Background: an optimization exercise with open tools, aiming at small area, a short achievable clock period and few clock cycles. Do not read the settings as production practice. Where RTL was checked, it was by simulation tests only, not by an equivalence proof against the original. Power is estimated from default activity; no workload was simulated.

// CVP14
module CVP14(output [15:0] Addr, output RD, output WR, output V, output [15:0] dataOut,
             input Reset, input Clk1, input [15:0] DataIn);
Size: roughly 3,000 flip-flops, roughly 53 I/O pins, roughly 100,000 sq um of cells after synthesis.
Settings: LEC_CHECK=0, CAP_MARGIN=30, CORE_MARGIN=2, CORE_UTILIZATION=40, SLEW_MARGIN=30; clock period 20.0 ns.
run.sh (not shown) runs the stock make flow with config.mk's settings and CLKGATE_MAP_FILE= SYNTH_SCRIPT=/design/flow/synth_recipe.tcl, a recipe that flattens the netlist after the stock synthesis.
The first run produced a clean layout.
==> next run, changes <==
--- a/flow/design.v
+++ b/flow/design.v
@@ -313,19 +313,19 @@
                   is_vdot ? (sm[f_a] & sm[f_b]) :
                             (sm[f_a] & (ry[14:10] <= 5'd22));
 wire sll_vd = issue & is_sll & vd_pend & (vd_rd == f_d);
 wire slh_vd = issue & is_slh & vd_pend & (vd_rd == f_d);
 wire r7_en = redirect & ~(us_vdot & vd_rd == 3'd7);
 wire r7_vd = r7_en & vd_pend & (vd_rd == 3'd7);
 ScalarRegFile srf(.clk(Clk1), .rst(Reset),
                   .ra1(f_a), .ra2(is_smul ? f_b : f_d), .rd1(rx), .rd2(ry),
                   .bw_en(issue & (is_sll | is_slh)), .bw_hi(is_slh), .bw_dst(f_d), .bw_data(ir[7:0]),
-                  .ww_lo(vd_wr & vd_wlo & ~sll_vd), .ww_hi(vd_wr & vd_whi & ~slh_vd),
+                  .ww_lo(vd_wr & vd_wlo & ~sll_vd & ~r7_vd), .ww_hi(vd_wr & vd_whi & ~slh_vd & ~r7_vd),
                   .ww_dst(vd_rd), .ww_data(acc),
                   .r7_en(r7_en), .r7_data(us_pc));
 wire [7:0] we_l = ld1_v ? (8'd1 << ld1_r) : 8'd0;
 wire [7:0] we_a = s4_vec ? (8'd1 << srd[4]) : 8'd0;
 VectorRegFile vrf(.clk(Clk1), .we_l(we_l), .wd_l(ld1), .we_a(we_a), .wd_a(wres), .heads(heads));
 wire [2:0] sel_a = rd_busy ? rd_ra : f_a;
 wire [2:0] sel_b = rd_busy ? rd_rb : f_b;
 wire [2:0] sel_c = mu_free ? f_d : mu_reg;
 wire [15:0] va = zf[sel_a] ? 16'd0 : heads[16*sel_a +: 16];
The new run completed without violations.
Setup slack barely changes.
Clock-buffer cell count came out higher by 26.
Power went up by 3.3%.
Area after synthesis is about the same.
First-iteration DRC count is lower by 15%.
Flip-flop and latch count is unchanged.
Testbench counts after the change, summed over its fixed seeds: cycles 98,196.
For the first run of this note, only the layout was checked, not whether the RTL still works.

---

Another version of the RTL of CVP14 (not shown whole).
For scale: ~11000 cells after synthesis, roughly 3100 flip-flops, roughly 53 I/O pins.
==> module fadd_c, before the edit <==
module fadd_c(input [23:0] p, output [15:0] y);
  wire spec = p[23], sign = p[22];
  wire [4:0] E0 = p[21:17];
  wire [13:0] H = p[16:3];      
  wire or121 = p[2], and121 = p[1], s0 = p[0];
  wire [11:0] U = H[13:2];      
  wire s14 = H[1], s13 = H[0];
  wire or13_1 = s13 | or121;
  wire or13_0 = s13 | or121 | s0;
  wire or12_0 = or121 | s0;
  wire all14_0 = s14 & s13 & and121 & s0;
  wire all14_1 = s14 & s13 & and121;
  wire [4:0] Ep1 = E0 + 5'd1, Ep2 = E0 + 5'd2, Ep3 = E0 + 5'd3;
  wire e28 = (E0 >= 5'd28), e29 = (E0 >= 5'd29), e30 = (E0 == 5'd30);
  wire cZ = (U == 12'd0);
  wire cO = U[11];
  wire cN = ~U[11] & U[10];
  wire [9:0] frO = U[10:1];
  wire condO = U[0] & (s14 | or13_1 | U[1]);
  wire cyO = U[0] & all14_1;
  wire all1O = &frO, zeroO = (frO == 10'd0);
  wire [9:0] frOi = frO + 10'd1;
  wire [9:0] frN = U[9:0];
  wire condN = s14 & (or13_0 | U[0]);
  wire cyN = all14_0;
  wire all1N = &frN, zeroN = (frN == 10'd0);
  wire [9:0] frNi = frN + 10'd1;
  reg [3:0] lz;
  always @(*)
    casez (U[9:0])
      10'b1?????????: lz = 4'd1;
      10'b01????????: lz = 4'd2;
      10'b001???????: lz = 4'd3;
      10'b0001??????: lz = 4'd4;
      10'b00001?????: lz = 4'd5;
      10'b000001????: lz = 4'd6;
      10'b0000001???: lz = 4'd7;
      10'b00000001??: lz = 4'd8;
      10'b000000001?: lz = 4'd9;
      default:        lz = 4'd10;
    endcase
  wire [11:0] X = {U[9:0], s14, s13} << (lz - 4'd1);
  wire [9:0] frL = X[10:1];
  wire condL = U[9] & s13 & (or12_0 | s14);
  wire bumpL = condL & (U[8:0] == 9'd0) & ~s14;
  reg [4:0] EL;
  always @(*)
    casez (U[9:0])
      10'b1?????????: EL = bumpL ? E0 : E0 - 5'd1;
      10'b01????????: EL = E0 - 5'd2;
      10'b001???????: EL = E0 - 5'd3;
      10'b0001??????: EL = E0 - 5'd4;
      10'b00001?????: EL = E0 - 5'd5;
      10'b000001????: EL = E0 - 5'd6;
      10'b0000001???: EL = E0 - 5'd7;
      10'b00000001??: EL = E0 - 5'd8;
      10'b000000001?: EL = E0 - 5'd9;
      default:        EL = E0 - 5'd10;
    endcase
  reg [4:0] E; reg [9:0] F; reg ovf;
  always @(*) begin
    if (cZ) begin
      E = all14_0 ? 5'd22 : 5'd0; F = 10'd0; ovf = 1'b0;
    end else if (cO) begin
      if (cyO & all1O) begin E = Ep3; F = 10'd0; ovf = e28; end
      else if (condO & zeroO & ~cyO) begin E = Ep2; F = frO; ovf = e29; end
      else begin E = Ep1; F = cyO ? frOi : frO; ovf = e30; end
    end else if (cN) begin
      if (cyN & all1N) begin E = Ep2; F = 10'd0; ovf = e29; end
      else if (condN & zeroN & ~cyN) begin E = Ep1; F = frN; ovf = e30; end
      else begin E = E0; F = cyN ? frNi : frN; ovf = 1'b0; end
    end else begin
      E = EL; F = frL; ovf = 1'b0;
    end
  end
  assign y = (spec | ovf) ? {sign, 5'b11111, 10'd0} : {sign, E, F};
endmodule
Settings: LEC_CHECK=0, ABC_AREA=1, CAP_MARGIN=50, CORE_MARGIN=2, CORE_UTILIZATION=55, CTS_CLUSTER_DIAMETER=120, CTS_CLUSTER_SIZE=24, PLACE_DENSITY=0.75, SLEW_MARGIN=50; clock period 20.0 ns.
standard.sh (not shown) runs the stock make flow with config.mk's settings and CLKGATE_MAP_FILE= SYNTH_SCRIPT=/design/flow/synth_recipe.tcl, a recipe that flattens the netlist after the stock synthesis.
==> flow/flow/run.sh <==
#!/bin/bash
# Layout flow: the standard flow (standard.sh, all steps), except that
# - the buffers buffer_ports puts on every input and output port are
#   sky130_fd_sc_hd__buf_4 cells instead of the resizer's default choice;
# - after the resizer step of placement, outflops.tcl moves the buffer of
#   each output port that a flip-flop drives next to that flip-flop
#   (detailed placement then legalizes both), so the buffer, not the
#   flip-flop, drives the long wire to the edge of the die.
# - repair_timing (after placement, CTS and global routing) works to a setup
#   slack margin of 15 ns: at the design's 20 ns clock every path has far
#   more slack than that needs, so without the margin repair_timing leaves
#   the paths that set the period achieved as they are.
# - CTS puts buffers on the clock tree's wires every 150 um (CTS_BUF_DISTANCE).
# The make output goes to standard.log; ORFS keeps each step's log under orfs/logs.
set -e
export BUFFER_PORTS_ARGS="-buffer_cell sky130_fd_sc_hd__buf_4"
export POST_RESIZE_TCL="$PWD/flow/outflops.tcl"
export SETUP_SLACK_MARGIN=15
export CTS_BUF_DISTANCE=150
bash standard.sh > standard.log 2>&1
Other scripts of this flow, unchanged in this note and not shown: flow/flow/outflops.tcl
==> next run, changes <==
--- a/flow/design.v
+++ b/flow/design.v
@@ -42,27 +42,22 @@
   wire s14 = H[1], s13 = H[0];
   wire or13_1 = s13 | or121;
   wire or13_0 = s13 | or121 | s0;
   wire or12_0 = or121 | s0;
   wire all14_0 = s14 & s13 & and121 & s0;
   wire all14_1 = s14 & s13 & and121;
-  wire [4:0] Ep1 = E0 + 5'd1, Ep2 = E0 + 5'd2, Ep3 = E0 + 5'd3;
-  wire e28 = (E0 >= 5'd28), e29 = (E0 >= 5'd29), e30 = (E0 == 5'd30);
   wire cZ = (U == 12'd0);
   wire cO = U[11];
-  wire cN = ~U[11] & U[10];
-  wire [9:0] frO = U[10:1];
-  wire condO = U[0] & (s14 | or13_1 | U[1]);
-  wire cyO = U[0] & all14_1;
-  wire all1O = &frO, zeroO = (frO == 10'd0);
-  wire [9:0] frOi = frO + 10'd1;
-  wire [9:0] frN = U[9:0];
-  wire condN = s14 & (or13_0 | U[0]);
-  wire cyN = all14_0;
-  wire all1N = &frN, zeroN = (frN == 10'd0);
-  wire [9:0] frNi = frN + 10'd1;
+  wire [9:0] fr = cO ? U[10:1] : U[9:0];
+  wire cond = cO ? (U[0] & (s14 | or13_1 | U[1])) : (s14 & (or13_0 | U[0]));
+  wire cy = cO ? (U[0] & all14_1) : all14_0;
+  wire all1 = &fr, zero = (fr == 10'd0);
+  wire [9:0] fri = fr + 10'd1;
+  wire [1:0] inc = (cy & all1) ? 2'd2 : ((cond & zero & ~cy) ? 2'd1 : 2'd0);
+  wire [5:0] Eon = {1'b0, E0} + {5'd0, cO} + {4'd0, inc};
+  wire [9:0] Fon = (cy & all1) ? 10'd0 : (cy ? fri : fr);
   reg [3:0] lz;
   always @(*)
     casez (U[9:0])
       10'b1?????????: lz = 4'd1;
       10'b01????????: lz = 4'd2;
       10'b001???????: lz = 4'd3;
@@ -75,38 +70,19 @@
       default:        lz = 4'd10;
     endcase
   wire [11:0] X = {U[9:0], s14, s13} << (lz - 4'd1);
   wire [9:0] frL = X[10:1];
   wire condL = U[9] & s13 & (or12_0 | s14);
   wire bumpL = condL & (U[8:0] == 9'd0) & ~s14;
-  reg [4:0] EL;
-  always @(*)
-    casez (U[9:0])
-      10'b1?????????: EL = bumpL ? E0 : E0 - 5'd1;
-      10'b01????????: EL = E0 - 5'd2;
-      10'b001???????: EL = E0 - 5'd3;
-      10'b0001??????: EL = E0 - 5'd4;
-      10'b00001?????: EL = E0 - 5'd5;
-      10'b000001????: EL = E0 - 5'd6;
-      10'b0000001???: EL = E0 - 5'd7;
-      10'b00000001??: EL = E0 - 5'd8;
-      10'b000000001?: EL = E0 - 5'd9;
-      default:        EL = E0 - 5'd10;
-    endcase
+  wire [4:0] EL = E0 - {1'b0, lz} + {4'd0, bumpL};
   reg [4:0] E; reg [9:0] F; reg ovf;
   always @(*) begin
     if (cZ) begin
       E = all14_0 ? 5'd22 : 5'd0; F = 10'd0; ovf = 1'b0;
-    end else if (cO) begin
-      if (cyO & all1O) begin E = Ep3; F = 10'd0; ovf = e28; end
-      else if (condO & zeroO & ~cyO) begin E = Ep2; F = frO; ovf = e29; end
-      else begin E = Ep1; F = cyO ? frOi : frO; ovf = e30; end
-    end else if (cN) begin
-      if (cyN & all1N) begin E = Ep2; F = 10'd0; ovf = e29; end
-      else if (condN & zeroN & ~cyN) begin E = Ep1; F = frN; ovf = e30; end
-      else begin E = E0; F = cyN ? frNi : frN; ovf = 1'b0; end
+    end else if (cO | U[10]) begin
+      E = Eon[4:0]; F = Fon; ovf = (Eon >= 6'd31);
     end else begin
       E = EL; F = frL; ovf = 1'b0;
     end
   end
   assign y = (spec | ovf) ? {sign, 5'b11111, 10'd0} : {sign, E, F};
 endmodule
=> The changed run finished clean. Power barely changes. Routed wire length is lower by 0.57%. Non-clock buffer count is higher by 4. Final area is lower by 1.1%. Clock-buffer cell count is lower by 8. Via count is lower by 1.7%. Sequential share of layout area is higher by 0.64 points. First-iteration DRC count stays flat. Critical path depth stays the same.
Testbench counts after the change, summed over its fixed seeds: cycles 77,442.
For the first run of this note, only the layout was checked, not whether the RTL still works.

-- afterwards: timing with drivers on the ports --
In the flow no input, the clock included, has a driving cell. The finished layouts below were timed again as built, in two steps.
Step 1 assumes that a clkbuf_16 drives the clock port and a buf_2 every other input.
Step 2 moves the port delays by t, midway between the first and last clock arrival at a register: inputs arrive t later, outputs are due t later. That takes back most of the time a late clock gives input paths.
Slacks: ideal / step 1 / step 2; pairs: ideal / step 1.
run | t (ns) | setup slack, ns | slew at the worst register clock pin (ns) | worst data-port slew with drivers (ns)
the first run of note 1 | 0.992 | 13.462 / 13.462 / 13.462 | 0.07 / 0.07 | 0.11
the second run of note 1 | 0.991 | 13.464 / 13.464 / 13.433 | 0.07 / 0.07 | 0.09
the first run of note 2 | 0.855 | 14.715 / 14.630 / 15.263 | 0.11 / 0.11 | 0.04
the second run of note 2 | 0.869 | 14.719 / 14.621 / 15.236 | 0.11 / 0.11 | 0.06
After both steps setup and hold are still met in every run listed. The setup slack of the second run of note 1, which loses most, moves by 0.000 ns with the drivers and by -0.031 ns with both steps.
